From an optimization exercise on the open Yosys and OpenROAD flow, aimed at small area and a short achievable clock period; shortcuts taken in it are not production practice.
Only simulation tests tie the RTL to the original design; equivalence was not proved.
No driver is modelled on the clock port, so clocking that relies on it looks cheaper here than on a real chip.
Power is estimated from default activity; no workload was simulated.

==> flow/design.v <==
module fairArb (
	input  logic [15:0] bids,
	output logic [15:0] wins,
	input  logic        get_next_win,
	input  logic        clk,
	input  logic        rst
);
	logic [3:0]  p;
	logic        a, b;
	logic [15:0] m, nm, g;
	logic [3:0]  pn;
	logic        anyb, upd;
	logic nbm_1;
	logic nbm_2;
	logic nbm_3;
	logic nbm_4;
	logic nbm_5;
	logic nbm_6;
	logic nbm_7;
	logic nbm_8;
	logic nbm_9;
	logic nbm_10;
	logic nbm_11;
	logic nbm_12;
	logic nbm_13;
	logic nbm_14;
	logic nbm_15;
	logic nbm_16;
	logic n_17;
	logic n_18;
	logic n_19;
	logic n_20;
	logic n_21;
	logic n_22;
	logic n_23;
	logic n_24;
	logic n_25;
	logic n_26;
	logic n_27;
	logic n_28;
	logic n_29;
	logic n_30;
	logic n_31;
	logic n_32;
	logic n_33;
	logic n_34;
	logic n_35;
	logic n_36;
	logic n_37;
	logic n_38;
	logic n_39;
	logic n_40;
	logic n_41;
	logic n_42;
	logic n_43;
	logic n_44;
	logic n_45;
	logic n_46;
	logic n_47;
	logic n_48;
	logic n_49;
	logic n_50;
	logic n_51;
	logic n_52;
	logic n_53;
	logic n_54;
	logic n_55;
	logic n_56;
	logic n_57;
	logic n_58;
	logic n_59;
	logic n_60;
	logic n_61;
	logic n_62;
	logic n_63;
	logic n_64;
	logic n_65;
	logic n_66;
	logic n_67;
	logic n_68;
	logic n_69;
	logic n_70;
	logic n_71;
	logic n_72;
	logic n_73;
	logic n_74;
	logic n_75;
	logic n_76;
	logic n_77;
	logic n_78;
	logic n_79;
	logic n_80;
	logic nrb_81;
	logic n_82;
	logic nrb_83;
	logic n_84;
	logic n_85;
	logic nrb_86;
	logic n_87;
	logic nrb_88;
	logic n_89;
	logic n_90;
	logic nrb_91;
	logic n_92;
	logic n_93;
	logic nrb_94;
	logic n_95;
	logic nrb_96;
	logic n_97;
	logic nrb_98;
	logic n_99;
	logic nrb_100;
	logic n_101;
	logic nrb_102;
	logic n_103;
	logic n_104;
	logic nrb_105;
	logic n_106;
	logic n_107;
	logic nrb_108;
	logic n_109;
	logic n_110;
	logic nrb_111;
	logic n_112;
	logic n_113;
	logic nrb_114;
	logic n_115;
	logic n_116;
	logic nrb_117;
	logic n_118;
	logic n_119;
	logic nrb_120;
	logic n_121;
	logic n_122;
	always @(*) begin
		for (int i = 0; i < 16; i++) begin
			m[i]  = (i[3:0] >= p);
			nm[i] = ~(i[3:0] >= p);
		end
	end
	g_nand2 u_nbm_1 (.a(bids[0]), .b(m[0]), .y(nbm_1));
	g_nand2 u_nbm_2 (.a(bids[1]), .b(m[1]), .y(nbm_2));
	g_nand2 u_nbm_3 (.a(bids[2]), .b(m[2]), .y(nbm_3));
	g_nand2 u_nbm_4 (.a(bids[3]), .b(m[3]), .y(nbm_4));
	g_nand2 u_nbm_5 (.a(bids[4]), .b(m[4]), .y(nbm_5));
	g_nand2 u_nbm_6 (.a(bids[5]), .b(m[5]), .y(nbm_6));
	g_nand2 u_nbm_7 (.a(bids[6]), .b(m[6]), .y(nbm_7));
	g_nand2 u_nbm_8 (.a(bids[7]), .b(m[7]), .y(nbm_8));
	g_nand2 u_nbm_9 (.a(bids[8]), .b(m[8]), .y(nbm_9));
	g_nand2 u_nbm_10 (.a(bids[9]), .b(m[9]), .y(nbm_10));
	g_nand2 u_nbm_11 (.a(bids[10]), .b(m[10]), .y(nbm_11));
	g_nand2 u_nbm_12 (.a(bids[11]), .b(m[11]), .y(nbm_12));
	g_nand2 u_nbm_13 (.a(bids[12]), .b(m[12]), .y(nbm_13));
	g_nand2 u_nbm_14 (.a(bids[13]), .b(m[13]), .y(nbm_14));
	g_nand2 u_nbm_15 (.a(bids[14]), .b(m[14]), .y(nbm_15));
	g_nand2 u_nbm_16 (.a(bids[15]), .b(m[15]), .y(nbm_16));
	g_nand2 u_n_17 (.a(nbm_2), .b(nbm_1), .y(n_17));
	g_nand2 u_n_18 (.a(nbm_4), .b(nbm_3), .y(n_18));
	g_nand2 u_n_19 (.a(nbm_6), .b(nbm_5), .y(n_19));
	g_nand2 u_n_20 (.a(nbm_8), .b(nbm_7), .y(n_20));
	g_nand2 u_n_21 (.a(nbm_10), .b(nbm_9), .y(n_21));
	g_nand2 u_n_22 (.a(nbm_12), .b(nbm_11), .y(n_22));
	g_nand2 u_n_23 (.a(nbm_14), .b(nbm_13), .y(n_23));
	g_nand2 u_n_24 (.a(nbm_16), .b(nbm_15), .y(n_24));
	g_nor2b u_n_25 (.a(n_17), .bn(nbm_3), .y(n_25));
	g_nor2 u_n_26 (.a(n_18), .b(n_17), .y(n_26));
	g_nor2b u_n_27 (.a(n_19), .bn(nbm_7), .y(n_27));
	g_nor2 u_n_28 (.a(n_20), .b(n_19), .y(n_28));
	g_nor2b u_n_29 (.a(n_21), .bn(nbm_11), .y(n_29));
	g_nor2 u_n_30 (.a(n_22), .b(n_21), .y(n_30));
	g_nor2b u_n_31 (.a(n_23), .bn(nbm_15), .y(n_31));
	g_nor2 u_n_32 (.a(n_24), .b(n_23), .y(n_32));
	g_nand2 u_n_33 (.a(nbm_5), .b(n_26), .y(n_33));
	g_nand2b u_n_34 (.an(n_19), .b(n_26), .y(n_34));
	g_nand2 u_n_35 (.a(n_27), .b(n_26), .y(n_35));
	g_nand2 u_n_36 (.a(n_28), .b(n_26), .y(n_36));
	g_nand2 u_n_37 (.a(nbm_13), .b(n_30), .y(n_37));
	g_nand2b u_n_38 (.an(n_23), .b(n_30), .y(n_38));
	g_nand2 u_n_39 (.a(n_31), .b(n_30), .y(n_39));
	g_nand2 u_n_40 (.a(n_32), .b(n_30), .y(n_40));
	g_nor2b u_n_41 (.a(n_36), .bn(nbm_9), .y(n_41));
	g_nor2 u_n_42 (.a(n_21), .b(n_36), .y(n_42));
	g_nor2b u_n_43 (.a(n_36), .bn(n_29), .y(n_43));
	g_nor2b u_n_44 (.a(n_36), .bn(n_30), .y(n_44));
	g_nor2 u_n_45 (.a(n_37), .b(n_36), .y(n_45));
	g_nor2 u_n_46 (.a(n_38), .b(n_36), .y(n_46));
	g_nor2 u_n_47 (.a(n_39), .b(n_36), .y(n_47));
	g_nor2 u_n_48 (.a(n_40), .b(n_36), .y(n_48));
	g_nor2 u_n_49 (.a(bids[1]), .b(bids[0]), .y(n_49));
	g_nor2 u_n_50 (.a(bids[3]), .b(bids[2]), .y(n_50));
	g_nor2 u_n_51 (.a(bids[5]), .b(bids[4]), .y(n_51));
	g_nor2 u_n_52 (.a(bids[7]), .b(bids[6]), .y(n_52));
	g_nor2 u_n_53 (.a(bids[9]), .b(bids[8]), .y(n_53));
	g_nor2 u_n_54 (.a(bids[11]), .b(bids[10]), .y(n_54));
	g_nor2 u_n_55 (.a(bids[13]), .b(bids[12]), .y(n_55));
	g_nor2 u_n_56 (.a(bids[15]), .b(bids[14]), .y(n_56));
	g_nand2b u_n_57 (.an(bids[2]), .b(n_49), .y(n_57));
	g_nand2 u_n_58 (.a(n_50), .b(n_49), .y(n_58));
	g_nand2b u_n_59 (.an(bids[6]), .b(n_51), .y(n_59));
	g_nand2 u_n_60 (.a(n_52), .b(n_51), .y(n_60));
	g_nand2b u_n_61 (.an(bids[10]), .b(n_53), .y(n_61));
	g_nand2 u_n_62 (.a(n_54), .b(n_53), .y(n_62));
	g_nand2b u_n_63 (.an(bids[14]), .b(n_55), .y(n_63));
	g_nand2 u_n_64 (.a(n_56), .b(n_55), .y(n_64));
	g_nor2 u_n_65 (.a(bids[4]), .b(n_58), .y(n_65));
	g_nor2b u_n_66 (.a(n_58), .bn(n_51), .y(n_66));
	g_nor2 u_n_67 (.a(n_59), .b(n_58), .y(n_67));
	g_nor2 u_n_68 (.a(n_60), .b(n_58), .y(n_68));
	g_nor2 u_n_69 (.a(bids[12]), .b(n_62), .y(n_69));
	g_nor2b u_n_70 (.a(n_62), .bn(n_55), .y(n_70));
	g_nor2 u_n_71 (.a(n_63), .b(n_62), .y(n_71));
	g_nor2 u_n_72 (.a(n_64), .b(n_62), .y(n_72));
	g_nand2b u_n_73 (.an(bids[8]), .b(n_68), .y(n_73));
	g_nand2 u_n_74 (.a(n_53), .b(n_68), .y(n_74));
	g_nand2b u_n_75 (.an(n_61), .b(n_68), .y(n_75));
	g_nand2b u_n_76 (.an(n_62), .b(n_68), .y(n_76));
	g_nand2 u_n_77 (.a(n_69), .b(n_68), .y(n_77));
	g_nand2 u_n_78 (.a(n_70), .b(n_68), .y(n_78));
	g_nand2 u_n_79 (.a(n_71), .b(n_68), .y(n_79));
	g_nand2 u_n_80 (.a(n_72), .b(n_68), .y(n_80));
	g_nand2 u_nrb_81 (.a(bids[0]), .b(rst), .y(nrb_81));
	g_inv u_n_82 (.a(n_48), .y(n_82));
	g_a211oi u_g0 (.a1(nm[0]), .a2(n_82), .b1(1'b0), .c1(nrb_81), .y(g[0]));
	g_nand2 u_nrb_83 (.a(bids[1]), .b(rst), .y(nrb_83));
	g_nand2b u_n_84 (.an(bids[0]), .b(n_48), .y(n_84));
	g_inv u_n_85 (.a(nbm_1), .y(n_85));
	g_a211oi u_g1 (.a1(nm[1]), .a2(n_84), .b1(n_85), .c1(nrb_83), .y(g[1]));
	g_nand2 u_nrb_86 (.a(bids[2]), .b(rst), .y(nrb_86));
	g_nand2 u_n_87 (.a(n_48), .b(n_49), .y(n_87));
	g_a211oi u_g2 (.a1(nm[2]), .a2(n_87), .b1(n_17), .c1(nrb_86), .y(g[2]));
	g_nand2 u_nrb_88 (.a(bids[3]), .b(rst), .y(nrb_88));
	g_nand2b u_n_89 (.an(n_57), .b(n_48), .y(n_89));
	g_inv u_n_90 (.a(n_25), .y(n_90));
	g_a211oi u_g3 (.a1(nm[3]), .a2(n_89), .b1(n_90), .c1(nrb_88), .y(g[3]));
	g_nand2 u_nrb_91 (.a(bids[4]), .b(rst), .y(nrb_91));
	g_nand2b u_n_92 (.an(n_58), .b(n_48), .y(n_92));
	g_inv u_n_93 (.a(n_26), .y(n_93));
	g_a211oi u_g4 (.a1(nm[4]), .a2(n_92), .b1(n_93), .c1(nrb_91), .y(g[4]));
	g_nand2 u_nrb_94 (.a(bids[5]), .b(rst), .y(nrb_94));
	g_nand2 u_n_95 (.a(n_48), .b(n_65), .y(n_95));
	g_a211oi u_g5 (.a1(nm[5]), .a2(n_95), .b1(n_33), .c1(nrb_94), .y(g[5]));
	g_nand2 u_nrb_96 (.a(bids[6]), .b(rst), .y(nrb_96));
	g_nand2 u_n_97 (.a(n_48), .b(n_66), .y(n_97));
	g_a211oi u_g6 (.a1(nm[6]), .a2(n_97), .b1(n_34), .c1(nrb_96), .y(g[6]));
	g_nand2 u_nrb_98 (.a(bids[7]), .b(rst), .y(nrb_98));
	g_nand2 u_n_99 (.a(n_48), .b(n_67), .y(n_99));
	g_a211oi u_g7 (.a1(nm[7]), .a2(n_99), .b1(n_35), .c1(nrb_98), .y(g[7]));
	g_nand2 u_nrb_100 (.a(bids[8]), .b(rst), .y(nrb_100));
	g_nand2 u_n_101 (.a(n_48), .b(n_68), .y(n_101));
	g_a211oi u_g8 (.a1(nm[8]), .a2(n_101), .b1(n_36), .c1(nrb_100), .y(g[8]));
	g_nand2 u_nrb_102 (.a(bids[9]), .b(rst), .y(nrb_102));
	g_nand2b u_n_103 (.an(n_73), .b(n_48), .y(n_103));
	g_inv u_n_104 (.a(n_41), .y(n_104));
	g_a211oi u_g9 (.a1(nm[9]), .a2(n_103), .b1(n_104), .c1(nrb_102), .y(g[9]));
	g_nand2 u_nrb_105 (.a(bids[10]), .b(rst), .y(nrb_105));
	g_nand2b u_n_106 (.an(n_74), .b(n_48), .y(n_106));
	g_inv u_n_107 (.a(n_42), .y(n_107));
	g_a211oi u_g10 (.a1(nm[10]), .a2(n_106), .b1(n_107), .c1(nrb_105), .y(g[10]));
	g_nand2 u_nrb_108 (.a(bids[11]), .b(rst), .y(nrb_108));
	g_nand2b u_n_109 (.an(n_75), .b(n_48), .y(n_109));
	g_inv u_n_110 (.a(n_43), .y(n_110));
	g_a211oi u_g11 (.a1(nm[11]), .a2(n_109), .b1(n_110), .c1(nrb_108), .y(g[11]));
	g_nand2 u_nrb_111 (.a(bids[12]), .b(rst), .y(nrb_111));
	g_nand2b u_n_112 (.an(n_76), .b(n_48), .y(n_112));
	g_inv u_n_113 (.a(n_44), .y(n_113));
	g_a211oi u_g12 (.a1(nm[12]), .a2(n_112), .b1(n_113), .c1(nrb_111), .y(g[12]));
	g_nand2 u_nrb_114 (.a(bids[13]), .b(rst), .y(nrb_114));
	g_nand2b u_n_115 (.an(n_77), .b(n_48), .y(n_115));
	g_inv u_n_116 (.a(n_45), .y(n_116));
	g_a211oi u_g13 (.a1(nm[13]), .a2(n_115), .b1(n_116), .c1(nrb_114), .y(g[13]));
	g_nand2 u_nrb_117 (.a(bids[14]), .b(rst), .y(nrb_117));
	g_nand2b u_n_118 (.an(n_78), .b(n_48), .y(n_118));
	g_inv u_n_119 (.a(n_46), .y(n_119));
	g_a211oi u_g14 (.a1(nm[14]), .a2(n_118), .b1(n_119), .c1(nrb_117), .y(g[14]));
	g_nand2 u_nrb_120 (.a(bids[15]), .b(rst), .y(nrb_120));
	g_nand2b u_n_121 (.an(n_79), .b(n_48), .y(n_121));
	g_inv u_n_122 (.a(n_47), .y(n_122));
	g_a211oi u_g15 (.a1(nm[15]), .a2(n_121), .b1(n_122), .c1(nrb_120), .y(g[15]));
	assign anyb = n_80;
	assign pn[0] = ~(g[1] | g[3] | g[5] | g[7] | g[9] | g[11] | g[13] | g[15]);
	assign pn[1] = g[1] | g[2] | g[5] | g[6] | g[9] | g[10] | g[13] | g[14];
	assign pn[2] = g[3] | g[4] | g[5] | g[6] | g[11] | g[12] | g[13] | g[14];
	assign pn[3] = g[7] | g[8] | g[9] | g[10] | g[11] | g[12] | g[13] | g[14];
	assign upd = (a & ~b) | (b & get_next_win & anyb);
	always_ff @(posedge clk) begin
		if (~rst) begin
			wins <= 16'd0;
			p    <= 4'd0;
			a    <= 1'b0;
			b    <= 1'b0;
		end else begin
			wins <= g;
			a    <= 1'b1;
			b    <= a;
			if (upd)
				p <= pn;
		end
	end
endmodule
module g_inv (input logic a, output logic y);
	assign y = ~a;
endmodule
module g_nand2 (input logic a, input logic b, output logic y);
	assign y = ~(a & b);
endmodule
module g_nor2 (input logic a, input logic b, output logic y);
	assign y = ~(a | b);
endmodule
module g_nand2b (input logic an, input logic b, output logic y);
	assign y = ~(~an & b);
endmodule
module g_nor2b (input logic a, input logic bn, output logic y);
	assign y = ~(a | ~bn);
endmodule
module g_a211oi (input logic a1, input logic a2, input logic b1, input logic c1, output logic y);
	assign y = ~((a1 & a2) | b1 | c1);
endmodule
module g_o211ai (input logic a1, input logic a2, input logic b1, input logic c1, output logic y);
	assign y = ~((a1 | a2) & b1 & c1);
endmodule
module g_nor3 (input logic a, input logic b, input logic c, output logic y);
	assign y = ~(a | b | c);
endmodule
module g_nand3 (input logic a, input logic b, input logic c, output logic y);
	assign y = ~(a & b & c);
endmodule
module g_nor4 (input logic a, input logic b, input logic c, input logic d, output logic y);
	assign y = ~(a | b | c | d);
endmodule
module g_nand4 (input logic a, input logic b, input logic c, input logic d, output logic y);
	assign y = ~(a & b & c & d);
endmodule
==> flow/flow/run.sh <==
#!/bin/bash
set -euo pipefail
here=$(cd "$(dirname "$0")" && pwd)
source "$here/vars.sh"
bash standard.sh synth > synth.log 2>&1
bash standard.sh "${EXTRA[@]}" PRE_DETAIL_PLACE_TCL="$here/size.tcl" POST_CTS_TCL="$here/size_cts.tcl" ${SIZE_GRT:+POST_GLOBAL_ROUTE_TCL="$here/size_grt.tcl"} finish > layout.log 2>&1
==> flow/flow/size.tcl <==
source $::env(PLATFORM_DIR)/setRC.tcl
set ::size_stage [expr {[info exists ::env(SIZE_STAGE)] ? $::env(SIZE_STAGE) : "place"}]
set ::size_per [get_property [get_clocks core_clock] period]
set ::size_in [delete_from_list [all_inputs] [get_ports clk]]
set ::size_dly [expr {0.2 * $::size_per}]
set ::size_est [expr {$::size_stage eq "grt" ? "-global_routing" : "-placement"}]
if {$::size_stage ne "place"} {
  set_propagated_clock [all_clocks]
} else {
  set ::size_lat [expr {[info exists ::env(SIZE_CLK_LATENCY)] ? $::env(SIZE_CLK_LATENCY) : 0.26}]
  set_input_delay [expr {$::size_dly - $::size_lat}] -clock core_clock $::size_in
  set_output_delay [expr {$::size_dly + $::size_lat}] -clock core_clock [all_outputs]
}
set_dont_use $::env(DONT_USE_CELLS)
estimate_parasitics $::size_est
sta::make_equiv_cells [get_libs *]

# the period is a soft maximum over all endpoints, so that paths close to the
# worst one also count and ties between near-critical paths do not stall it
proc size_obj {} {
  estimate_parasitics $::size_est
  set k $::size_k
  set sum 0.0
  foreach p $::size_eps {
    set d [expr {$::size_per - [get_property $p slack_max]}]
    set sum [expr {$sum + exp($k * ($d - 2.0))}]
  }
  set ps [expr {2.0 + log($sum) / $k}]
  return [expr {log([rsz::design_area]) + log($ps)}]
}
set ::size_k [expr {[info exists ::env(SIZE_K)] ? $::env(SIZE_K) : 25.0}]
set ::size_eps [concat [all_registers -data_pins] [all_outputs]]

set ::size_cands {}
foreach inst [get_cells *] {
  set ref [get_property $inst ref_name]
  set name [get_full_name $inst]
  if {[string match "*tapvpwrvgnd*" $ref] || [string match "*fill*" $ref] || [string match "*conb*" $ref]} { continue }
  if {[string match "clkbuf_*" $name] || [string match "clkload*" $name] || [string match "clkinv*" $name]} { continue }
  # after the clock tree is built, flip-flops keep their size: a larger one
  # loads the clock net more and slows its slew
  if {$::size_stage ne "place" && [string match "*__df*" $ref]} { continue }
  set lc [get_lib_cells $ref]
  set alts {}
  foreach c [sta::find_equiv_cells $lc] {
    set n [get_name $c]
    if {[string match "*lpflow*" $n] || [string match "*probe*" $n]} { continue }
    lappend alts $n
  }
  if {[llength $alts] > 1} { lappend ::size_cands [list $inst $alts] }
}

proc size_state {} {
  set st {}
  foreach c $::size_cands { lappend st [get_property [lindex $c 0] ref_name] }
  return $st
}
proc size_restore {st} {
  foreach c $::size_cands n $st {
    set inst [lindex $c 0]
    if {[get_property $inst ref_name] ne $n} { replace_cell $inst $n }
  }
}
proc size_report {tag obj} {
  puts "size($::size_stage): $tag obj [format %.5f $obj] ws [format %.4f [worst_slack -max]] area [format %.2f [expr {[rsz::design_area]*1e12}]]"
}

proc size_greedy {maxpass} {
  set best [size_obj]
  size_report "greedy start" $best
  for {set pass 0} {$pass < $maxpass} {incr pass} {
    set changed 0
    foreach c $::size_cands {
      lassign $c inst alts
      set cur [get_property $inst ref_name]
      set pick $cur
      foreach n $alts {
        if {$n eq $cur} { continue }
        replace_cell $inst $n
        set o [size_obj]
        if {$o < $best - 1e-7} { set best $o; set pick $n }
      }
      if {[get_property $inst ref_name] ne $pick} { replace_cell $inst $pick }
      if {$pick ne $cur} { incr changed }
    }
    set best [size_obj]
    size_report "pass $pass changed $changed" $best
    if {$changed == 0} { break }
  }
  return $best
}

# keep the slew at every flip-flop clock pin under SIZE_CLK_SLEW (ns) by
# moving the clock buffers that drive slow pins to the next larger size
proc size_clk_slew {} {
  set lim [expr {[info exists ::env(SIZE_CLK_SLEW)] ? $::env(SIZE_CLK_SLEW) : 0.105}]
  for {set it 0} {$it < 6} {incr it} {
    estimate_parasitics $::size_est
    set drivers {}
    set worst 0.0
    foreach pin [all_registers -clock_pins -edge_triggered] {
      foreach e {rise fall} {
        set s [get_property $pin slew_max_$e]
        if {$s > $worst} { set worst $s }
        if {$s > $lim} {
          foreach d [get_pins -of_objects [get_nets -of_objects $pin] -filter "direction==output"] {
            lappend drivers [get_full_name [get_cells -of_objects $d]]
          }
        }
      }
    }
    puts "size(clk): worst clock pin slew $worst"
    if {[llength $drivers] == 0} { return }
    foreach n [lsort -unique $drivers] {
      set inst [get_cells $n]
      set ref [get_property $inst ref_name]
      if {[regexp {^(.*clkbuf_)([0-9]+)$} $ref -> base sz] && $sz < 16} {
        set nsz [expr {$sz * 2}]
        replace_cell $inst $base$nsz
        puts "size(clk): $n $ref -> $base$nsz"
      }
    }
  }
}

set maxpass [expr {[info exists ::env(SIZE_PASSES)] ? $::env(SIZE_PASSES) : 8}]
if {$::size_stage eq "grt"} {
  size_greedy $maxpass
  size_clk_slew
  global_route -start_incremental
  detailed_placement
  global_route -end_incremental
  check_placement -verbose
  estimate_parasitics $::size_est
  write_guides $::env(RESULTS_DIR)/route.guide
  puts "size($::size_stage): legalised ws [worst_slack -max] hold [worst_slack -min]"
} elseif {$::size_stage eq "cts"} {
  size_greedy $maxpass
  size_clk_slew
  detailed_placement
  check_placement -verbose
  estimate_parasitics $::size_est
  puts "size($::size_stage): legalised ws [worst_slack -max] hold [worst_slack -min]"
} else {
  set margins [expr {[info exists ::env(SIZE_MARGINS)] ? $::env(SIZE_MARGINS) : "none"}]
  set start [size_state]
  set best_obj 1e9
  set best_st $start
  foreach m $margins {
    size_restore $start
    estimate_parasitics $::size_est
    if {$m ne "none"} {
      repair_timing -setup -setup_margin $m -sequence "sizeup,swap" -repair_tns 100
    }
    set o [size_greedy $maxpass]
    puts "size($::size_stage): margin $m final obj [format %.5f $o]"
    if {$o < $best_obj} { set best_obj $o; set best_st [size_state] }
  }
  size_restore $best_st
  size_report "chosen" [size_obj]
  set_input_delay $::size_dly -clock core_clock $::size_in
  set_output_delay $::size_dly -clock core_clock [all_outputs]
  estimate_parasitics $::size_est
}
==> flow/flow/size_cts.tcl <==
# second sizing pass, after clock tree synthesis (see size.tcl)
set ::env(SIZE_STAGE) cts
source [file join [file dirname [info script]] size.tcl]
==> flow/flow/size_grt.tcl <==
# third sizing pass, after global routing (see size.tcl)
set ::env(SIZE_STAGE) grt
source [file join [file dirname [info script]] size.tcl]
==> flow/flow/vars.sh <==
EXTRA=(BUFFER_PORTS_ARGS="-buffer_cell sky130_fd_sc_hd__buf_2")
export SIZE_MARGINS="2.0"
export SIZE_GRT=1
==> flow/standard.sh <==
#!/bin/bash
# synth_recipe.tcl (not shown) runs the flow's synth.tcl, then flattens the netlist and writes it again
# the make line also repeats each setting of config.mk as NAME=value (left out here)
make -C /OpenROAD-flow-scripts/flow DESIGN_CONFIG=/design/flow/config.mk WORK_HOME=/design/flow/orfs CLKGATE_MAP_FILE= SYNTH_SCRIPT=/design/flow/synth_recipe.tcl "${@:-finish}"
==> flow/config.mk <==
export PLATFORM = sky130hd
export DESIGN_NAME = fairArb
export DESIGN_NICKNAME = fairArb
export VERILOG_FILES = /design/flow/design.v
export SDC_FILE = /design/flow/constraint.sdc
export NUM_CORES = 4
export LEC_CHECK = 0
export ABC_AREA = 1
export CAP_MARGIN = 20
export CORE_MARGIN = 2
export CORE_UTILIZATION = 40
export SLEW_MARGIN = 20
==> flow/constraint.sdc <==
create_clock -name core_clock -period 4.0 [get_ports {clk}]
set_input_delay 0.8000 -clock core_clock [delete_from_list [all_inputs] [get_ports {clk}]]
set_output_delay 0.8000 -clock core_clock [all_outputs]
set_load 0.01 [all_outputs]
==> flow_summary.toml, run 1 <==
[timing]
fmax_mhz = 478
skew_ns = 0.00236
hold_viol = 0
tightest_slew_ns = 0.632
fin_crit_ns = 2.09
finalMaxSlewViolations = 0
finalSetupTns_ns = 0
slew_headroom = 0.579
finalCritPeriodShare = 0.522
setup_viol = 0

[power_and_ir_drop]
power_uw = 517
p_leak_uw = 0.000884
p_comb_frac = 0.199
power.internal_uw = 361
power_switching_uw = 155
p_sw_frac = 0.301
seqPwrFrac = 0.462
irDropWorstVdd_mv = 0.132
power_density_mw_per_mm2 = 305
pwr-share-clk = 0.338

[clocking]
cts_tree = "done"
cts_sinks = 22
clock_latency_ns = 0.28
clk_pin_slew_ns = 0.09

[outcome]
outcome = "no timing/DRC/antenna violations"

[die]
die_h_um = 63.9
ioPinCount = 35
dieArea_mm2 = 0.00408
rows = 21
dieWidth_um = 63.9
start_util = 0.423
core_area_mm2 = 0.00339

[synth]
synth_simple_gate_area_frac = 0.476
synth_top_family_by_area = "simple AND/OR/NAND/NOR gates"
synthCells = 250
syn_nets = 269
yosys.area.top_type = "dfxtp_1"
ys_warn_count = 1
synth-edff-count = 0
synthTopCellsByCount = "nand2_1, inv_1, nor2_1"
async_reset_ff_frac = 0
ys_seq_elements = 22
synth_mux_area_frac = 0
synth_area_mm2 = 0.00143
yosysMostFrequentCell = "nand2_1"
synth-xor-area-share = 0
synthDistinctLibCells = 21
ys.flop_type = "dfxtp_1"
synthAdderAreaFrac = 0
syn_avg_cell_area_um2 = 5.74
synth_compound_area_frac = 0.0750
yosysSeqAreaShare = 0.307
synth.area.top_cells = "dfxtp_1, nand2_1, inv_1, nor2_1, nand3_1"
yosysTopAreaCellShare = 0.307

[placed_design]
place_area_mm2 = 0.00164
place.gp.congestion = 0.919
place_hpwl_mm = 2.92
io_buffers = 34

[layout]
multiInputGateArea_um2 = 806
final_cell_area_mm2 = 0.00169
areaGrowthSynthToFinish_pct = 18.1
final_nets = 306
drive_above_1_share = 0.0979
regArea_um2 = 447
diodes = 0
fill_cells = 375

[detailed_routing]
finalWirelength_mm = 3.65
drtIter0Drc = 92
dr.pass1.iters = 4
num_vias = 1566
viasPerCell = 4.72
ant_nets = 0
drc = 0
wl_per_cell_um = 11.0

[worst_setup_path]
crit_type = "in -> reg"
crit_fanout = 10
cp.arrival_ns = 2.33
startpoint_type = "input pin"
endpoint_kind = "flip-flop"
cp.required_ns = 4.24

[global_route]
grt.overflow.total = 0
first_global_vias = 1456
grt_pass1_wl_mm = 6.39
grt_antenna_before_repair = 0
grt_use_total = 0.196
grt_max_degree = 14

[job]
maxCapViolations = 0

[min_path]
hp-class = "reg -> reg"
## worst max-delay path, cell delays in order
cell and delay, ns:
clkbuf_2 0.09, nand3_1 0.12, nand2_1 0.11, nor2_2 0.15, nand2_1 0.14, nor2_8 0.22, nand2_4 0.11, o21ai_0 0.17
nand2_1 0.13, nand2_1 0.09, nor2_1 0.04, nand3_1 0.06, nand2_1 0.06, clkinv_1 0.04
## logic make-up after synthesis
logic type / Yosys count
simple gates: 157
buf+inv: 54
flops: 22
compound gates: 17
## sequential cells by signal, summed over array words and instances (netlist names)
register,cells
b,1
p,4
wins,16
a,1
## final timing paths
path	cells past startpoint	to	slack [ns]	startpoint
worst min-delay path	2	b	0.44	a
worst max-delay path	14	p[1]	1.91	bids[0]
worst min register to register	2	b	0.44	a
worst max register to register	14	p[1]	1.95	p[0]
## power by group through the flow
stage / Clock [uW] / Combinational (uW) / Sequential [uW]
finish: 175 / 103 / 239
detailed placement: 0 / 106 / 243
global placement: 0 / 103 / 243
floorplan: 0 / 71.8 / 241
## placed cells by master, fill, tap and decap left out
cell / count
a21oi_1: 4
a21oi_2: 1
buf_1: 2
clkbuf_1: 31
clkbuf_16: 1
clkbuf_2: 1
clkbuf_4: 1
clkbuf_8: 2
clkinv_1: 13
dfxtp_1: 19
dfxtp_2: 2
dfxtp_4: 1
inv_1: 32
inv_2: 7
nand2_1: 73
nand2_2: 3
nand2_4: 2
nand3_1: 26
nand4_1: 1
nor2_1: 35
nor2_2: 3
nor2_4: 3
nor2_8: 1
nor3_1: 10
o2111ai_1: 1
o21ai_0: 4
o21ai_1: 4
o21bai_1: 3
## metrics by stage
stage	cells	worst slack, ns	util	hold slack, ns
final	332	1.91	0.500	0.438
after detailed placement	328	1.68	0.485	0.431
after global placement	328	1.54	0.488	0.421
after floorplan	250	1.86	-	0.413
## metal layers
layer  vias up  wire [um]  track usage
met4         0         38       0.0543
met2        53       1670        0.328
met1       679       1690        0.260
li1        830          -            -
met5         -          0            0
met3         4        252       0.0317
## layout make-up
class | count | share of cell area
Tap cell | 46 | 0.0340
Inverter | 52 | 0.115
Multi-Input combinational cell | 174 | 0.476
Clock buffer | 4 | 0.0355
Timing Repair Buffer | 34 | 0.0761
Sequential cell | 22 | 0.264
==> inputs of run 2 (changes only) <==
==> flow/flow/vars.sh (replaced) <==
EXTRA=(BUFFER_PORTS_ARGS="-buffer_cell sky130_fd_sc_hd__buf_2")
export SIZE_MARGINS="2.0"
export SIZE_CLK_LATENCY=0.28
==> run 2 against run 1 <==
Final cell count stayed put. Register-to-register slack is essentially flat. Setup slack better by 0.038 ns. Design area about the same. Sequential cell count unchanged. Clock skew is essentially flat. Sequential power is essentially flat. Core utilization barely moved. Critical endpoint unchanged.
==> flow_summary.toml, run 2 <==
[die]
rows = 21
start_util = 0.423
dieArea_mm2 = 0.00408
ioPinCount = 35
core_area_mm2 = 0.00339
die_h_um = 63.9
dieWidth_um = 63.9

[worst_setup_path]
cp.depth = 14
cp.required_ns = 4.23
cp_slowest_cell = "nor2_8"
endpoint_kind = "flip-flop"
worstPathCellList = "buf_1 -> nand3_1 -> nand2_1 -> nor2_2 -> nand2_2 -> nor2_8 -> nand2_4 -> o21bai_1 -> nand2_1 -> nand2_1 -> inv_1 -> nand3_1 -> nand2_1 -> clkinv_1"
crit_type = "in -> reg"
reg2reg_slack_ns = 1.95
cp_slowest_stage_delay_ns = 0.21
crit_end = "p[1]"
r2r_cells = 14
path_delay_family = "simple AND/OR/NAND/NOR gates"
cp_num_buf_inv = 3
r2r-end = "p[1]"
crit_top_cell = "nand2_1"
cp.arrival_ns = 2.29
crit_fanout = 10
startpoint = "bids[0]"
r2r-start = "p[2]"
startpoint_type = "input pin"

[outcome]
outcome = "no timing/DRC/antenna violations"

[synth]
yosysMostFrequentCell = "nand2_1"
yosysTopAreaCellShare = 0.307
ys.flop_type = "dfxtp_1"
syn_nets = 269
synth_compound_area_frac = 0.0750
ys_warn_count = 1
yosysSeqAreaShare = 0.307
synth_simple_gate_area_frac = 0.476
syn_avg_cell_area_um2 = 5.74
synthDistinctLibCells = 21
synth-xor-area-share = 0
synthAdderAreaFrac = 0
synth_top_family_by_area = "simple AND/OR/NAND/NOR gates"
ys_seq_elements = 22
synth_area_mm2 = 0.00143
synthTopCellsByCount = "nand2_1, inv_1, nor2_1"
synth_mux_area_frac = 0
synth.area.top_cells = "dfxtp_1, nand2_1, inv_1, nor2_1, nand3_1"
async_reset_ff_frac = 0
synth-edff-count = 0
synthCells = 250
yosys.area.top_type = "dfxtp_1"

[clocking]
clock_latency_ns = 0.28
clk_pin_slew_ns = 0.08
cts_sinks = 22
cts_tree = "done"

[power_and_ir_drop]
p_leak_uw = 0.000873
power_uw = 517
power_density_mw_per_mm2 = 305
irDropWorstVdd_mv = 0.109

[layout]
largest_register_ffs = 16
areaGrowthSynthToFinish_pct = 18.1
top_register = "wins"
final_nets = 306
top_regs = "wins x16, p x4"
drive_above_1_share = 0.0874
layout_common_cells = "nand2_1, nor2_1, inv_1, clkbuf_1, nand3_1"
diodes = 0
final_common_cell = "nand2_1"

[detailed_routing]
ant_nets = 0
viasPerCell = 4.68
drtIter0Drc = 77
finalWirelength_mm = 3.60
num_vias = 1555
dr.pass1.iters = 4
drc = 0
wl_per_cell_um = 10.8

[global_route]
grt.overflow.total = 0
grt_pass1_wl_mm = 6.26
grt_antenna_before_repair = 0
grt_max_degree = 14
grt_use_total = 0.193
first_global_vias = 1457

[timing]
finalCritPeriodShare = 0.513
setup_viol = 0
finalSetupTns_ns = 0
slew_headroom = 0.592
fmax_mhz = 487
fin_crit_ns = 2.05
hold_viol = 0
finalMaxSlewViolations = 0
tightest_slew_ns = 0.612
skew_ns = 0.00205
setup_ws_ns = 1.95

[min_path]
hp-class = "reg -> reg"
whs_path_depth = 2

[placed_design]
place_hpwl_mm = 2.89
place.gp.congestion = 0.919
io_buffers = 34
pre_cts_ws_ns = 1.72

[job]
maxCapViolations = 0
-- run 2: routing by layer --
| metal | track usage | vias up | wire length [um] |
|---|---|---|---|
| li1 | - | 830 | - |
| met1 | 0.256 | 681 | 1770 |
| met2 | 0.311 | 38 | 1640 |
| met3 | 0.0299 | 6 | 150 |
| met4 | 0.0761 | 0 | 47 |
| met5 | 0 | - | 0 |
-- run 2: where the power goes --
group	total, uW	switching (uW)	internal, uW
clock network	175	76.3	98.3
logic	104	68.8	35.0
registers	238	10.0	228
-- run 2: tightest hold or removal path, cell delays in order, from the launching register on --
cell	delay, ns
dfxtp_1	0.32
nand2_1	0.06
inv_1	0.03
-- run 2: layout make-up --
| type | instances | area [um2] |
|---|---|---|
| inverter | 52 | 195 |
| clock buffer | 4 | 60.1 |
| sequential | 22 | 447 |
| multi-input combinational | 174 | 806 |
| fill | 394 | 1700 |
| timing repair buffer | 34 | 128 |
| tap | 46 | 57.6 |
-- run 2: worst min path at each step --
stage | slack [ns] | start | endpoint
global placement | 0.42 | a | b
detailed placement | 0.43 | a | b
floorplan | 0.41 | a | b
finish | 0.44 | a | b
-- run 2: per-stage QoR --
step           instance area (um2)  instances  hold slack, ns   util
2_1_floorplan                 1430        250           0.413      -
3_3_place_gp                  1650        328           0.421  0.488
3_5_place_dp                  1670        328           0.428  0.493
6_report                      1690        332           0.439  0.499
-- run 2: kinds of logic after synthesis --
logic type	count (synthesis)
compound gates	17
buf+inv	54
flops	22
simple gates	157
==> inputs of run 3 (changes only) <==
==> flow/flow/vars.sh (replaced) <==
EXTRA=(BUFFER_PORTS_ARGS="-buffer_cell sky130_fd_sc_hd__buf_2")
export SIZE_MARGINS="2.0"
export SIZE_K=50
==> run 3 against run 2 <==
Sequential cell count unchanged. Largest cell class unchanged. Global-route usage increased by 0.19 points. Critical path depth decreased by 1. Highest routed layer unchanged. Sequential share of layout area decreased by 0.14 points. Register-to-register slack improved by 0.06 ns.
==> flow_summary.toml, run 3 <==
[worst_setup_path]
worstPathCellList = "clkbuf_1 -> inv_1 -> nand2_1 -> nor2_2 -> inv_2 -> nor2_4 -> nand4_1 -> a21oi_2 -> inv_1 -> o21ai_0 -> inv_1 -> nand2_1 -> clkinv_1"
cp_slowest_stage_delay_ns = 0.22
cp.arrival_ns = 2.22
startpoint_type = "input pin"
cp_num_buf_inv = 6
cp.depth = 13
crit_type = "in -> reg"
cp.required_ns = 4.19
crit_fanout = 5
path_delay_family = "simple AND/OR/NAND/NOR gates"
endpoint_kind = "flip-flop"
crit_top_cell = "inv_1"
cp_slowest_cell = "a21oi_2"
r2r_cells = 12

[timing]
setup_viol = 0
skew_ns = 0.00232
hold_viol = 0
slew_headroom = 0.585
tightest_slew_ns = 0.623
finalSetupTns_ns = 0
finalCritPeriodShare = 0.509
fmax_mhz = 491
finalMaxSlewViolations = 0
fin_crit_ns = 2.03

[layout]
drive_above_1_share = 0.101
fill_cells = 369
areaGrowthSynthToFinish_pct = 18.7
top_regs = "wins x16, p x4"
final_common_cell = "nand2_1"
largest_register_ffs = 16
diodes = 0
layout_common_cells = "nand2_1, inv_1, nor2_1, clkbuf_1, nand3_1"
final_cell_area_mm2 = 0.00170
final_nets = 306
top_register = "wins"

[job]
maxCapViolations = 0

[power_and_ir_drop]
power_density_mw_per_mm2 = 304
irDropWorstVdd_mv = 0.109
p_leak_uw = 0.000961

[detailed_routing]
num_vias = 1568
wl_per_cell_um = 10.9
dr.pass1.iters = 4
drc = 0
finalWirelength_mm = 3.61
ant_nets = 0
drtIter0Drc = 75
viasPerCell = 4.72

[synth]
synth-edff-count = 0
synth_area_mm2 = 0.00143
synthDistinctLibCells = 21
async_reset_ff_frac = 0
synth.area.top_cells = "dfxtp_1, nand2_1, inv_1, nor2_1, nand3_1"
synthTopCellsByCount = "nand2_1, inv_1, nor2_1"
syn_nets = 269
yosys.area.top_type = "dfxtp_1"
syn_avg_cell_area_um2 = 5.74
ys.flop_type = "dfxtp_1"
yosysTopAreaCellShare = 0.307
ys_warn_count = 1
synthCells = 250
yosysSeqAreaShare = 0.307
ys_seq_elements = 22
yosysMostFrequentCell = "nand2_1"

[placed_design]
place.gp.congestion = 0.919
place_area_mm2 = 0.00165
place_hpwl_mm = 2.94
io_buffers = 34

[global_route]
grt_use_total = 0.195
first_global_vias = 1409
grt.overflow.total = 0
grt_pass1_wl_mm = 6.29
grt_antenna_before_repair = 0
grt_max_degree = 14

[die]
ioPinCount = 35
core_area_mm2 = 0.00339
start_util = 0.423
die_h_um = 63.9
dieWidth_um = 63.9
rows = 21
dieArea_mm2 = 0.00408

[clocking]
cts_tree = "done"
clk_pin_slew_ns = 0.08
clock_latency_ns = 0.29
cts_sinks = 22

[outcome]
outcome = "no timing/DRC/antenna violations"

[min_path]
whs_path_depth = 2
hp-class = "reg -> reg"
-- run 3: cell counts after synthesis --
Identical to the previous run, type by type.
-- run 3: cells by family (layout without fill, tap and decap cells) --
kind of cell | after synthesis | after routing | synth area share
AOI/OAI and AO/OA | 17 | 17 | 0.0750
buffers and inverters | 54 | 90 | 0.142
DFF | 22 | 22 | 0.307
and+or+nand+nor | 157 | 157 | 0.476
-- run 3: final cells by class --
class	count	area (um2)	area share
multi-input combinational	174	815	0.479
clock buffer	4	60.1	0.0353
timing repair buffer	34	128	0.0750
inverter	52	195	0.115
sequential	22	447	0.263
tap	46	57.6	0.0338
-- run 3: worst paths after layout --
path | slack [ns] | startpoint | endpoint
worst max-delay path | 1.97 | bids[0] | p[1]
worst min-delay path | 0.44 | a | b
worst max register to register | 2.01 | p[1] | p[2]
worst min register to register | 0.44 | a | b
-- run 3: per-stage QoR --
stage	hold WS [ns]	setup WS, ns	power, uW	instances	utilization
after global placement	0.421	1.54	346	328	0.488
final	0.439	1.97	518	332	0.502
after floorplan	0.413	1.86	313	250	-
after detailed placement	0.427	1.68	351	328	0.488
-- run 3: worst min-delay path: stages, from the launching register on --
cell and delay, ns:
dfxtp_1 0.32, nand2_1 0.06, inv_1 0.03
-- run 3: per-layer routing --
| layer | vias to the layer above | global-route usage | wire length [um] |
|---|---|---|---|
| met5 | - | 0 | 0 |
| met4 | 0 | 0.0734 | 74 |
| met3 | 9 | 0.0317 | 201 |
| met2 | 42 | 0.315 | 1620 |
| met1 | 684 | 0.259 | 1720 |
| li1 | 833 | - | - |
-- run 3: report_power, final --
group / total [uW] / internal (uW) / switching (uW) / leakage [uW]
Sequential: 238 / 228 / 9.62 / 0.000181
Combinational: 104 / 34.9 / 69.3 / 0.000749
Clock: 176 / 98.3 / 77.5 / 0.0000313
Total: 518 / 362 / 156 / 0.000961
==> inputs of run 4 (changes only) <==
==> flow/flow/run.sh (replaced) <==
#!/bin/bash
set -euo pipefail
here=$(cd "$(dirname "$0")" && pwd)
source "$here/vars.sh"
bash standard.sh synth > synth.log 2>&1
bash standard.sh "${EXTRA[@]}" PRE_DETAIL_PLACE_TCL="$here/size.tcl" POST_CTS_TCL="$here/size_cts.tcl" ${SIZE_GRT:+POST_GLOBAL_ROUTE_TCL="$here/size_grt.tcl"} ${RESTRUCTURE:+POST_FLOORPLAN_TCL="$here/restructure.tcl"} finish > layout.log 2>&1
==> flow/flow/restructure.tcl (new file) <==
set_dont_use $::env(DONT_USE_CELLS)
set rmp_dir [file join $::env(OBJECTS_DIR) rmp]
file mkdir $rmp_dir
set lib [lindex $::env(LIB_FILES) 0]
restructure -target area -liberty_file $lib \
  -tielo_port sky130_fd_sc_hd__conb_1/LO -tiehi_port sky130_fd_sc_hd__conb_1/HI \
  -work_dir $rmp_dir
puts "restructure: [llength [get_cells *]] instances, area [format %.2f [expr {[rsz::design_area]*1e12}]]"
--- a/flow/flow/size.tcl
+++ b/flow/flow/size.tcl
@@ -150,7 +150,7 @@
     size_restore $start
     estimate_parasitics $::size_est
     if {$m ne "none"} {
-      repair_timing -setup -setup_margin $m -sequence "sizeup,swap" -repair_tns 100
+      repair_timing -setup -setup_margin $m -sequence "sizeup" -repair_tns 100
     }
     set o [size_greedy $maxpass]
     puts "size($::size_stage): margin $m final obj [format %.5f $o]"
==> flow/flow/vars.sh (replaced) <==
EXTRA=(BUFFER_PORTS_ARGS="-buffer_cell sky130_fd_sc_hd__buf_2")
export SIZE_MARGINS="2.0"
export SIZE_K=100
export SIZE_CLK_LATENCY=0.28
==> run 4 against run 3 <==
Still clean on timing, DRC and antenna. Global-route usage decreased by 0.16 points. Sequential share of layout area is 0.16 points higher. Non-clock buffer count stayed put. Die area unchanged. Via count grew 0.51%. Clock power is essentially flat. Clock skew fell by 0.00087 ns. Sequential power about the same. Critical path depth stayed put. Largest power group unchanged.
==> flow_summary.toml, run 4 <==
[synth]
synth.area.top_cells = "dfxtp_1, nand2_1, inv_1, nor2_1, nand3_1"
synth-edff-count = 0
synth_area_mm2 = 0.00143
synthDistinctLibCells = 21
syn_nets = 269
yosys.area.top_type = "dfxtp_1"
synthTopCellsByCount = "nand2_1, inv_1, nor2_1"
ys.flop_type = "dfxtp_1"
yosysTopAreaCellShare = 0.307
async_reset_ff_frac = 0
yosysMostFrequentCell = "nand2_1"
yosysSeqAreaShare = 0.307
ys_warn_count = 1
syn_avg_cell_area_um2 = 5.74
synthCells = 250
ys_seq_elements = 22

[timing]
finalSetupTns_ns = 0
slew_headroom = 0.598
tightest_slew_ns = 0.603
hold_viol = 0
finalMaxSlewViolations = 0
fin_crit_ns = 2.05
finalCritPeriodShare = 0.513
fmax_mhz = 488
setup_viol = 0
skew_ns = 0.00145

[layout]
drive_above_1_share = 0.105
final_common_cell = "nand2_1"
layout_common_cells = "nand2_1, inv_1, nor2_1, clkbuf_1, nand3_1"
top_register = "wins"
diodes = 0
final_nets = 306
final_core_util = 0.499
fill_cells = 401
largest_register_ffs = 16
areaGrowthSynthToFinish_pct = 18.0
top_regs = "wins x16, p x4"

[global_route]
grt_pass1_wl_mm = 6.22
grtUsageMet3 = 0.0282
grt.overflow.total = 0
grt_antenna_before_repair = 0
first_global_vias = 1474
grt_busiest_layer = "met2"
met2_usage = 0.323
grt_max_degree = 14
grt_util_met1 = 0.246
grt_use_total = 0.193

[clocking]
clock_latency_ns = 0.30
clk_pin_slew_ns = 0.08
cts_tree = "done"
cts_sinks = 22

[power_and_ir_drop]
power_switching_uw = 158
seqPwrFrac = 0.460
power_density_mw_per_mm2 = 308
p_leak_uw = 0.000909
p_comb_frac = 0.201
irDropWorstVdd_mv = 0.112
pwr-share-clk = 0.340
power.internal_uw = 362
p_sw_frac = 0.304

[die]
die_h_um = 63.9
core_area_mm2 = 0.00339
dieWidth_um = 63.9
dieArea_mm2 = 0.00408
rows = 21
start_util = 0.423
ioPinCount = 35

[job]
maxCapViolations = 0

[detailed_routing]
wl_per_cell_um = 11.1
drtIter0Drc = 78
drc = 0
num_vias = 1576
ant_nets = 0
finalWirelength_mm = 3.68
viasPerCell = 4.75
dr.pass1.iters = 4

[placed_design]
place_hpwl_mm = 2.93
io_buffers = 34
place.gp.congestion = 0.919

[worst_setup_path]
path_delay_family = "simple AND/OR/NAND/NOR gates"
cp.required_ns = 4.19
cp_slowest_stage_delay_ns = 0.22
crit_fanout = 5
crit_type = "in -> reg"
startpoint = "bids[0]"
cp_slowest_cell = "a21oi_2"
worstPathCellList = "clkbuf_1 -> clkinv_1 -> nand2_1 -> nor2_1 -> inv_2 -> nor2_4 -> nand4_1 -> a21oi_2 -> inv_1 -> o21ai_0 -> inv_1 -> nand2_1 -> clkinv_1"
endpoint_kind = "flip-flop"
cp.arrival_ns = 2.24
cp_num_buf_inv = 6
startpoint_type = "input pin"
r2r-start = "p[2]"

[min_path]
min-delay-start = "a"
hp-class = "reg -> reg"

[outcome]
outcome = "no timing/DRC/antenna violations"
run 4: cell types whose count changed in the layout (fill, tap and decap cells not counted), sizes merged:
| cell | previous run | this run |
|---|---|---|
| buf | 2 | 3 |
| clkbuf | 36 | 35 |
run 4: routing by layer:
metal	routed length (um)	share of wire
met1	1690	0.46
met2	1660	0.45
met3	250	0.068
met4	83	0.023
met5	0	0
run 4: logic make-up (layout without fill, tap and decap cells):
logic type,Yosys count,after routing,synth area share
compound gates,17,17,0.0750
simple gates,157,157,0.476
buf+inv,54,90,0.142
flops,22,22,0.307
run 4: area by class of cell:
type / count / area, um2 / share of cell area
clock buffers: 4 / 60.1 / 0.0355
inverters: 52 / 195 / 0.115
multi-input cells: 174 / 805 / 0.476
flip-flops and latches: 22 / 447 / 0.264
well taps: 46 / 57.6 / 0.0340
repair buffers: 34 / 128 / 0.0754
run 4: through the flow:
| step | area [um2] | worst slack (ns) | cells | power, uW | hold WS (ns) |
|---|---|---|---|---|---|
| 2_1_floorplan | 1430 | 1.86 | 250 | 313 | 0.413 |
| 3_5_place_dp | 1660 | 1.65 | 328 | 351 | 0.437 |
| 3_3_place_gp | 1650 | 1.54 | 328 | 346 | 0.421 |
| 6_report | 1690 | 1.95 | 332 | 520 | 0.440 |
run 4: power by group through the flow:
stage	sequential, uW	combinational, uW	clock (uW)
floorplan	241	71.8	0
finish	239	104	177
detailed placement	244	108	0
global placement	243	103	0
run 4: path summary, 6_finish.rpt:
kind                            cells after the start  slack (ns)    to
worst max-delay path                               13        1.95  p[1]
worst min-delay path                                2        0.44     b
worst max register to register                     14        1.97  p[2]
worst min register to register                      2        0.44     b
run 4: worst register-to-register path: stages, from the launching register on:
cell	delay [ns]
dfxtp_2	0.45
nand2_2	0.14
nor2_2	0.17
nor2_1	0.09
nor2_4	0.10
nand2_1	0.09
nor2_4	0.26
nand2_4	0.12
inv_1	0.11
nand2_1	0.05
nand2_1	0.08
nand2_2	0.08
nand3_1	0.08
nor2_1	0.04
a21oi_1	0.12
==> inputs of run 5 (changes only) <==
==> flow/flow/vars.sh (replaced) <==
EXTRA=(BUFFER_PORTS_ARGS="-buffer_cell sky130_fd_sc_hd__buf_2")
export SIZE_MARGINS="2.0"
export SIZE_K=50
--- a/flow/config.mk
+++ b/flow/config.mk
@@ -9,4 +9,5 @@
 export CAP_MARGIN = 20
 export CORE_MARGIN = 2
 export CORE_UTILIZATION = 40
+export GPL_TIMING_DRIVEN = 1
 export SLEW_MARGIN = 20
==> run 5 against run 4 <==
Total power down 5.1%. Via count about the same. Clock skew increased by 0.0057 ns. Critical endpoint unchanged. Non-clock buffer count unchanged. Still clean on timing, DRC and antenna. Largest cell class unchanged. Routed wire length up 0.24%. Largest power group unchanged. Design area fell by 1.0%. Clock power is 13% lower. Critical path depth up 1.
==> flow_summary.toml, run 5 <==
[global_route]
grt_antenna_before_repair = 0
grt_max_degree = 13
met2_usage = 0.311
grt_pass1_wl_mm = 6.21
first_global_vias = 1406
grt_use_total = 0.192
grtUsageMet3 = 0.0317
grt.overflow.total = 0
grt_util_met1 = 0.257
grt_busiest_layer = "met2"

[placed_design]
place_hpwl_mm = 2.96
place_area_mm2 = 0.00167
io_buffers = 34
dpl.cell_count = 328
place.gp.congestion = 0.919

[min_path]
hp-class = "reg -> reg"
min-delay-start = "a"

[layout]
top_register = "wins"
layout.cells.non_filler = 332
final_cell_area_mm2 = 0.00167
final_nets = 306
fill_cells = 393
drive_above_1_share = 0.108
areaGrowthSynthToFinish_pct = 16.8
final_common_cell = "nand2_1"
layout_common_cells = "nand2_1, inv_1, nor2_1, clkbuf_1, nand3_1"
diodes = 0
largest_register_ffs = 16
top_regs = "wins x16, p x4"

[power_and_ir_drop]
p_leak_uw = 0.000908
p_comb_frac = 0.207
power.internal_uw = 340
irDropWorstVdd_mv = 0.105
power_density_mw_per_mm2 = 295
pwr-share-clk = 0.311
seqPwrFrac = 0.481
p_sw_frac = 0.311
power_uw = 494
power_switching_uw = 154

[outcome]
outcome = "no timing/DRC/antenna violations"

[synth]
yosysSeqAreaShare = 0.307
ys_warn_count = 1
synthTopCellsByCount = "nand2_1, inv_1, nor2_1"
ys.flop_type = "dfxtp_1"
ys_seq_elements = 22
synth_area_mm2 = 0.00143
yosysMostFrequentCell = "nand2_1"
syn_avg_cell_area_um2 = 5.74
async_reset_ff_frac = 0
yosysTopAreaCellShare = 0.307
synthDistinctLibCells = 21
syn_nets = 269
synthCells = 250
synth-edff-count = 0
yosys.area.top_type = "dfxtp_1"
synth.area.top_cells = "dfxtp_1, nand2_1, inv_1, nor2_1, nand3_1"

[worst_setup_path]
r2r-start = "p[3]"
endpoint_kind = "flip-flop"
startpoint_type = "input pin"
cp.required_ns = 4.24
cp.arrival_ns = 2.29
crit_type = "in -> reg"
crit_fanout = 10
startpoint = "bids[2]"

[timing]
finalCritPeriodShare = 0.515
whs_ns = 0.438
tightest_slew_ns = 0.619
skew_ns = 0.00714
fin_crit_ns = 2.06
slew_headroom = 0.587
fmax_mhz = 486
finalMaxSlewViolations = 0
setup_viol = 0
hold_viol = 0
finalSetupTns_ns = 0

[die]
core_area_mm2 = 0.00339
dieArea_mm2 = 0.00408
ioPinCount = 35
rows = 21
die_h_um = 63.9
start_util = 0.423
dieWidth_um = 63.9

[clocking]
cts_sinks = 22
clock_latency_ns = 0.30
cts_tree = "done"
clk_pin_slew_ns = 0.08

[detailed_routing]
drtIter0Drc = 62
ant_nets = 0
viasPerCell = 4.75
wl_per_cell_um = 11.1
num_vias = 1577
drc = 0
finalWirelength_mm = 3.69
dr.pass1.iters = 4

[job]
maxCapViolations = 0
[run 5: worst paths after layout]
check | depth (start not counted) | slack [ns] | end
max | 14 | 1.94 | p[1]
min | 2 | 0.44 | b
max reg2reg | 14 | 1.96 | p[1]
min reg2reg | 2 | 0.44 | b
[run 5: cell type report]
type / count / area [um2] / share of cell area
clock buffers: 4 / 48.8 / 0.0291
inverters: 52 / 195 / 0.117
multi-input cells: 174 / 795 / 0.475
flip-flops and latches: 22 / 449 / 0.268
well taps: 46 / 57.6 / 0.0344
repair buffers: 34 / 129 / 0.0770
[run 5: per-stage QoR]
step / util / worst slack (ns)
after floorplan: - / 1.86
after global placement: 0.488 / 1.54
after detailed placement: 0.492 / 1.70
final: 0.494 / 1.94
[run 5: kinds of logic (layout without fill, tap and decap cells)]
| group | Yosys count | in the layout | synth area share |
|---|---|---|---|
| flops | 22 | 22 | 0.307 |
| compound gates | 17 | 17 | 0.0750 |
| simple gates | 157 | 157 | 0.476 |
| buf+inv | 54 | 90 | 0.142 |
[run 5: per-layer routing]
metal  part of all wire  wire length [um]
met1               0.48              1760
met2               0.44              1640
met3              0.065               240
met4              0.012                46
met5                  0                 0
[run 5: power by group through the flow]
stage | sequential, uW | clock, uW | combinational, uW
2_1_floorplan | 241 | 0 | 71.8
3_3_place_gp | 243 | 0 | 103
6_report | 238 | 154 | 102
3_5_place_dp | 243 | 0 | 109
[run 5: worst max-delay path, stage by stage]
cell and delay [ns]:
clkbuf_2 0.11, nand3_1 0.10, nand2_1 0.07, nor2_2 0.16, nand2_2 0.08, nor2_4 0.26
nand2_4 0.12, o21bai_1 0.16, nand2_1 0.09, nand2_1 0.08, nor2_1 0.06, nand3_1 0.09
nand2_1 0.05, inv_1 0.05
==> inputs of run 6 (changes only) <==
--- a/flow/flow/size.tcl
+++ b/flow/flow/size.tcl
@@ -150,7 +150,7 @@
     size_restore $start
     estimate_parasitics $::size_est
     if {$m ne "none"} {
-      repair_timing -setup -setup_margin $m -sequence "sizeup" -repair_tns 100
+      repair_timing -setup -setup_margin $m -sequence [expr {[info exists ::env(SIZE_REPAIR_SEQ)] ? $::env(SIZE_REPAIR_SEQ) : "sizeup"}] -repair_tns 100
     }
     set o [size_greedy $maxpass]
     puts "size($::size_stage): margin $m final obj [format %.5f $o]"
==> flow/flow/vars.sh (replaced) <==
EXTRA=(BUFFER_PORTS_ARGS="-buffer_cell sky130_fd_sc_hd__buf_2")
export SIZE_MARGINS="2.05 2.3 2.5"
export SIZE_K=50
==> run 6 against run 5 <==
Core utilization up 0.89 points. Largest power group unchanged. Clock skew down 0.0053 ns. Combinational power about the same. Via count up 0.57%. Maximum frequency up 2.9%. Setup slack better by 0.058 ns. Synthesized cell count unchanged. Design area up 1.8%. First-iteration DRC count up 16%. Clock-buffer cell count unchanged.
==> flow_summary.toml, run 6 <==
[layout]
final_cell_area_mm2 = 0.00170
drive_above_1_share = 0.112
final_core_util = 0.503
fill_cells = 386
diodes = 0
layout_common_cells = "nand2_1, inv_1, nor2_1, clkbuf_1, nand3_1"
top_register = "wins"
top_regs = "wins x16, p x4"
largest_register_ffs = 16
areaGrowthSynthToFinish_pct = 18.8
final_nets = 306
final_common_cell = "nand2_1"

[global_route]
grt_use_total = 0.193
first_global_vias = 1462
grt_pass1_wl_mm = 6.29
grt_antenna_before_repair = 0
grt_max_degree = 14
grt.overflow.total = 0

[worst_setup_path]
worstPathCellList = "clkbuf_1 -> nand3_1 -> nand2_1 -> nor2_2 -> nand2_2 -> nor2_8 -> nand2_1 -> nor3_1 -> nand2_2 -> nand3_1 -> nor2_1 -> a21oi_1"
endpoint_kind = "flip-flop"
crit_fanout = 10
cp.required_ns = 4.22
cp_slowest_stage_delay_ns = 0.19
cp_slowest_cell = "nor2_8"
cp.arrival_ns = 2.22
startpoint_type = "input pin"
path_delay_family = "simple AND/OR/NAND/NOR gates"
cp_num_buf_inv = 1
crit_type = "in -> reg"

[detailed_routing]
finalWirelength_mm = 3.67
wl_met2_mm = 1.68
num_vias = 1586
top_layer = "met4"
wl_per_cell_um = 11.1
ant_nets = 0
drc = 0
viasPerCell = 4.78
wl_met3_um = 210
drtIter0Drc = 72
dr.pass1.iters = 4
met1_length_mm = 1.74

[placed_design]
place_hpwl_mm = 2.91
place.gp.congestion = 0.919
place_area_mm2 = 0.00168
io_buffers = 34
pre_cts_ws_ns = 1.75

[timing]
slew_headroom = 0.595
skew_ns = 0.00181
fin_crit_ns = 2.00
finalMaxSlewViolations = 0
fmax_mhz = 500
whs_ns = 0.443
tightest_slew_ns = 0.608
hold_viol = 0
setup_viol = 0
finalCritPeriodShare = 0.500
setup_ws_ns = 2.00
finalSetupTns_ns = 0

[synth]
ys_warn_count = 1
syn_avg_cell_area_um2 = 5.74
synthTopCellsByCount = "nand2_1, inv_1, nor2_1"
yosys.area.top_type = "dfxtp_1"
synth-edff-count = 0
ys.flop_type = "dfxtp_1"
yosysMostFrequentCell = "nand2_1"
yosysTopAreaCellShare = 0.307
ys_seq_elements = 22
synth_area_mm2 = 0.00143
syn_nets = 269
synthCells = 250
synth.area.top_cells = "dfxtp_1, nand2_1, inv_1, nor2_1, nand3_1"
synthDistinctLibCells = 21
async_reset_ff_frac = 0
yosysSeqAreaShare = 0.307

[outcome]
outcome = "no timing/DRC/antenna violations"

[die]
die_h_um = 63.9
core_area_mm2 = 0.00339
ioPinCount = 35
dieWidth_um = 63.9
rows = 21
start_util = 0.423
dieArea_mm2 = 0.00408

[min_path]
hp-class = "reg -> reg"

[clocking]
cts_sinks = 22
cts_tree = "done"
clk_pin_slew_ns = 0.08
clock_latency_ns = 0.29

[power_and_ir_drop]
power_density_mw_per_mm2 = 304
p_leak_uw = 0.000931
irDropWorstVdd_mv = 0.109

[job]
maxCapViolations = 0
run 6: changes by cell type in the layout (fill, tap and decap cells not counted), sizes merged:
cell,delta
buf,+3
clkbuf,-3
clkinv,+3
inv,-3
run 6: power breakdown:
group          internal [uW]  leakage [uW]  switching, uW
sequential               228      0.000181           10.3
clock                   98.2     0.0000313           75.0
combinational           35.2      0.000719           70.1
total                    362      0.000931            156
run 6: layout make-up:
cell class	count	area [um2]	area share
Inverter	52	195	0.115
Multi-Input combinational cell	174	816	0.479
Timing Repair Buffer	34	129	0.0756
Tap cell	46	57.6	0.0338
Clock buffer	4	60.1	0.0352
Sequential cell	22	447	0.262
run 6: per-stage QoR:
step                power (uW)  std cells
floorplan                  313        250
global placement           346        328
detailed placement         353        328
finish                     517        332
run 6: kinds of logic (layout without fill, tap and decap cells):
kind of cell,count (synthesis),in the layout,share of synthesized area
buffers and inverters,54,90,0.142
AO/OA/AOI/OAI,17,17,0.0750
flip-flops,22,22,0.307
AND/OR/NAND/NOR,157,157,0.476
run 6: routing by layer:
layer  global-route usage  vias to the layer above
li1                     -                      832
met1                0.250                      711
met2                0.329                       38
met3               0.0282                        5
met4               0.0571                        0
met5                    0                        -
run 6: final timing paths:
path | depth (start not counted) | startpoint | slack [ns] | end
min | 2 | a | 0.44 | b
min reg2reg | 2 | a | 0.44 | b
max | 12 | bids[1] | 2.00 | p[2]
max reg2reg | 12 | p[3] | 2.02 | p[2]
run 6: worst reg2reg max path, stage by stage, from the launching register on:
cell	delay (ns)
dfxtp_4	0.42
inv_1	0.13
nand2_1	0.09
nand2_1	0.05
nand2_1	0.07
nand3_1	0.20
nor2_8	0.27
nand2_1	0.11
nor3_1	0.19
nand2_2	0.12
nand3_1	0.09
nor2_1	0.04
a21oi_1	0.11
==> inputs of run 7 (changes only) <==
==> flow/flow/vars.sh (replaced) <==
EXTRA=(BUFFER_PORTS_ARGS="-buffer_cell sky130_fd_sc_hd__buf_2")
export SIZE_MARGINS="none 1.95 2.05 2.15"
export SIZE_K=50
==> run 7 against run 6 <==
Clock skew unchanged. Core utilization unchanged. Hold slack unchanged. First-iteration DRC count unchanged. Die area unchanged. Largest cell class unchanged. Critical path depth unchanged. Still clean on timing, DRC and antenna. Design area unchanged. Critical endpoint unchanged.
==> flow_summary.toml, run 7 <==
[worst_setup_path]
startpoint = "bids[1]"
path_delay_family = "simple AND/OR/NAND/NOR gates"
r2r-start = "p[3]"
crit_type = "in -> reg"
reg2reg_slack_ns = 2.02
crit_fanout = 10
cp_num_buf_inv = 1
cp.arrival_ns = 2.22
worstPathCellList = "clkbuf_1 -> nand3_1 -> nand2_1 -> nor2_2 -> nand2_2 -> nor2_8 -> nand2_1 -> nor3_1 -> nand2_2 -> nand3_1 -> nor2_1 -> a21oi_1"
cp_slowest_stage_delay_ns = 0.19
startpoint_type = "input pin"
r2r_cells = 12
cp.required_ns = 4.22
crit_end = "p[2]"
cp.depth = 12
endpoint_kind = "flip-flop"
r2r-end = "p[2]"
cp_slowest_cell = "nor2_8"

[global_route]
grt_use_total = 0.193
grt_pass1_wl_mm = 6.29
grt_max_degree = 14
grt.overflow.total = 0
grt_antenna_before_repair = 0
first_global_vias = 1462

[layout]
final_core_util = 0.503
top_register = "wins"
largest_register_ffs = 16
top_regs = "wins x16, p x4"
diodes = 0
final_cell_area_mm2 = 0.00170
final_nets = 306
final_common_cell = "nand2_1"
fill_cells = 386
drive_above_1_share = 0.112
areaGrowthSynthToFinish_pct = 18.8
layout_common_cells = "nand2_1, inv_1, nor2_1, clkbuf_1, nand3_1"

[placed_design]
place_area_mm2 = 0.00168
place.gp.congestion = 0.919
io_buffers = 34
place_hpwl_mm = 2.91

[synth]
yosysSeqAreaShare = 0.307
yosysTopAreaCellShare = 0.307
async_reset_ff_frac = 0
syn_avg_cell_area_um2 = 5.74
synth_area_mm2 = 0.00143
synthDistinctLibCells = 21
ys.flop_type = "dfxtp_1"
synthCells = 250
yosys.area.top_type = "dfxtp_1"
ys_warn_count = 1
synthTopCellsByCount = "nand2_1, inv_1, nor2_1"
ys_seq_elements = 22
synth.area.top_cells = "dfxtp_1, nand2_1, inv_1, nor2_1, nand3_1"
synth-edff-count = 0
yosysMostFrequentCell = "nand2_1"
syn_nets = 269

[timing]
hold_viol = 0
tightest_slew_ns = 0.608
finalSetupTns_ns = 0
skew_ns = 0.00181
fin_crit_ns = 2.00
fmax_mhz = 500
setup_viol = 0
finalCritPeriodShare = 0.500
slew_headroom = 0.595
finalMaxSlewViolations = 0

[clocking]
cts_tree = "done"
clock_latency_ns = 0.29
cts_sinks = 22
clk_pin_slew_ns = 0.08

[die]
core_area_mm2 = 0.00339
rows = 21
ioPinCount = 35
start_util = 0.423
die_h_um = 63.9
dieArea_mm2 = 0.00408
dieWidth_um = 63.9

[power_and_ir_drop]
p_sw_frac = 0.301
power_switching_uw = 156
irDropWorstVdd_mv = 0.109
power.internal_uw = 362
power_uw = 517
seqPwrFrac = 0.461
p_comb_frac = 0.204
pwr-share-clk = 0.335
power_density_mw_per_mm2 = 304
p_leak_uw = 0.000931

[detailed_routing]
ant_nets = 0
drtIter0Drc = 72
finalWirelength_mm = 3.67
drc = 0
viasPerCell = 4.78
wl_per_cell_um = 11.1
dr.pass1.iters = 4
num_vias = 1586

[job]
maxCapViolations = 0

[min_path]
whs_path_depth = 2
hp-class = "reg -> reg"

[outcome]
outcome = "no timing/DRC/antenna violations"
[run 7: worst min path at each step]
stage | start | end | slack [ns]
final | a | b | 0.44
after detailed placement | a | b | 0.44
after global placement | a | b | 0.42
after floorplan | a | b | 0.41
[run 7: layout make-up]
class | count | area (um2) | area share
repair buffers | 34 | 129 | 0.0756
flip-flops and latches | 22 | 447 | 0.262
multi-input cells | 174 | 816 | 0.479
inverters | 52 | 195 | 0.115
well taps | 46 | 57.6 | 0.0338
clock buffers | 4 | 60.1 | 0.0352
[run 7: worst min-delay path: stages, from the launching register on]
cell	delay, ns
dfxtp_1	0.32
nand2_1	0.06
inv_1	0.03
[run 7: stage by stage]
stage | setup WS, ns | cells | hold WS (ns)
floorplan | 1.86 | 250 | 0.413
detailed placement | 1.75 | 328 | 0.435
global placement | 1.54 | 328 | 0.421
finish | 2.00 | 332 | 0.443
[run 7: logic make-up after synthesis]
kind of cell,share of synthesized area
simple gates,0.476
buf+inv,0.142
flops,0.307
compound gates,0.0750
[run 7: power groups by stage]
stage               clock (uW)  sequential, uW  combinational, uW
global placement             0             243                103
finish                     173             239                105
detailed placement           0             243                110
floorplan                    0             241               71.8
[run 7: metal layers]
layer  part of all wire  wire length [um]  vias up  track usage
met4              0.011                42        0       0.0571
met3              0.057               210        5       0.0282
met2               0.46              1680       38        0.329
met5                  0                 0        -            0
li1                   -                 -      832            -
met1               0.47              1740      711        0.250

## what the ideal ports hide
The results above use ideal ports. As a check the final layouts listed here were re-extracted and re-timed, cells and wires unchanged.
Step 1 (the two cells are an assumption about what drives the block):
set clk [get_ports {clk}]
set_driving_cell -lib_cell sky130_fd_sc_hd__clkbuf_16 $clk
set_driving_cell -lib_cell sky130_fd_sc_hd__buf_2 [delete_from_list [all_inputs] $clk]
Step 2 adds t to the input delays and takes it off the output delays; t is the mean of the earliest and latest rising clock arrival at the registers after step 1. Input paths then give back, and output paths get back, about the clock's delay inside the block.
a / b / c = no drivers / after step 1 / after step 2; a / b = the first two.
| run | shift t [ns] | setup WS [ns] | latest minus earliest clock arrival (ns) | cell pins on the clock port's net |
|---|---|---|---|---|
| run 1 | 0.307 | 1.910 / 1.912 / 1.604 | 0.003 / 0.003 | 1 |
| run 2 | 0.308 | 1.948 / 1.950 / 1.642 | 0.002 / 0.002 | 1 |
| run 3 | 0.310 | 1.965 / 1.966 / 1.656 | 0.003 / 0.003 | 1 |
| run 4 | 0.321 | 1.950 / 1.955 / 1.634 | 0.002 / 0.002 | 1 |
| run 5 | 0.317 | 1.941 / 1.946 / 1.630 | 0.007 / 0.007 | 1 |
| run 6 | 0.309 | 1.999 / 2.003 / 1.694 | 0.002 / 0.002 | 1 |
| run 7 | 0.309 | 1.999 / 2.003 / 1.694 | 0.002 / 0.002 | 1 |
After both steps every run listed still meets setup and hold. For run 4, which loses most, drivers alone change the setup slack by +0.005 ns; drivers and shift together by -0.316 ns.
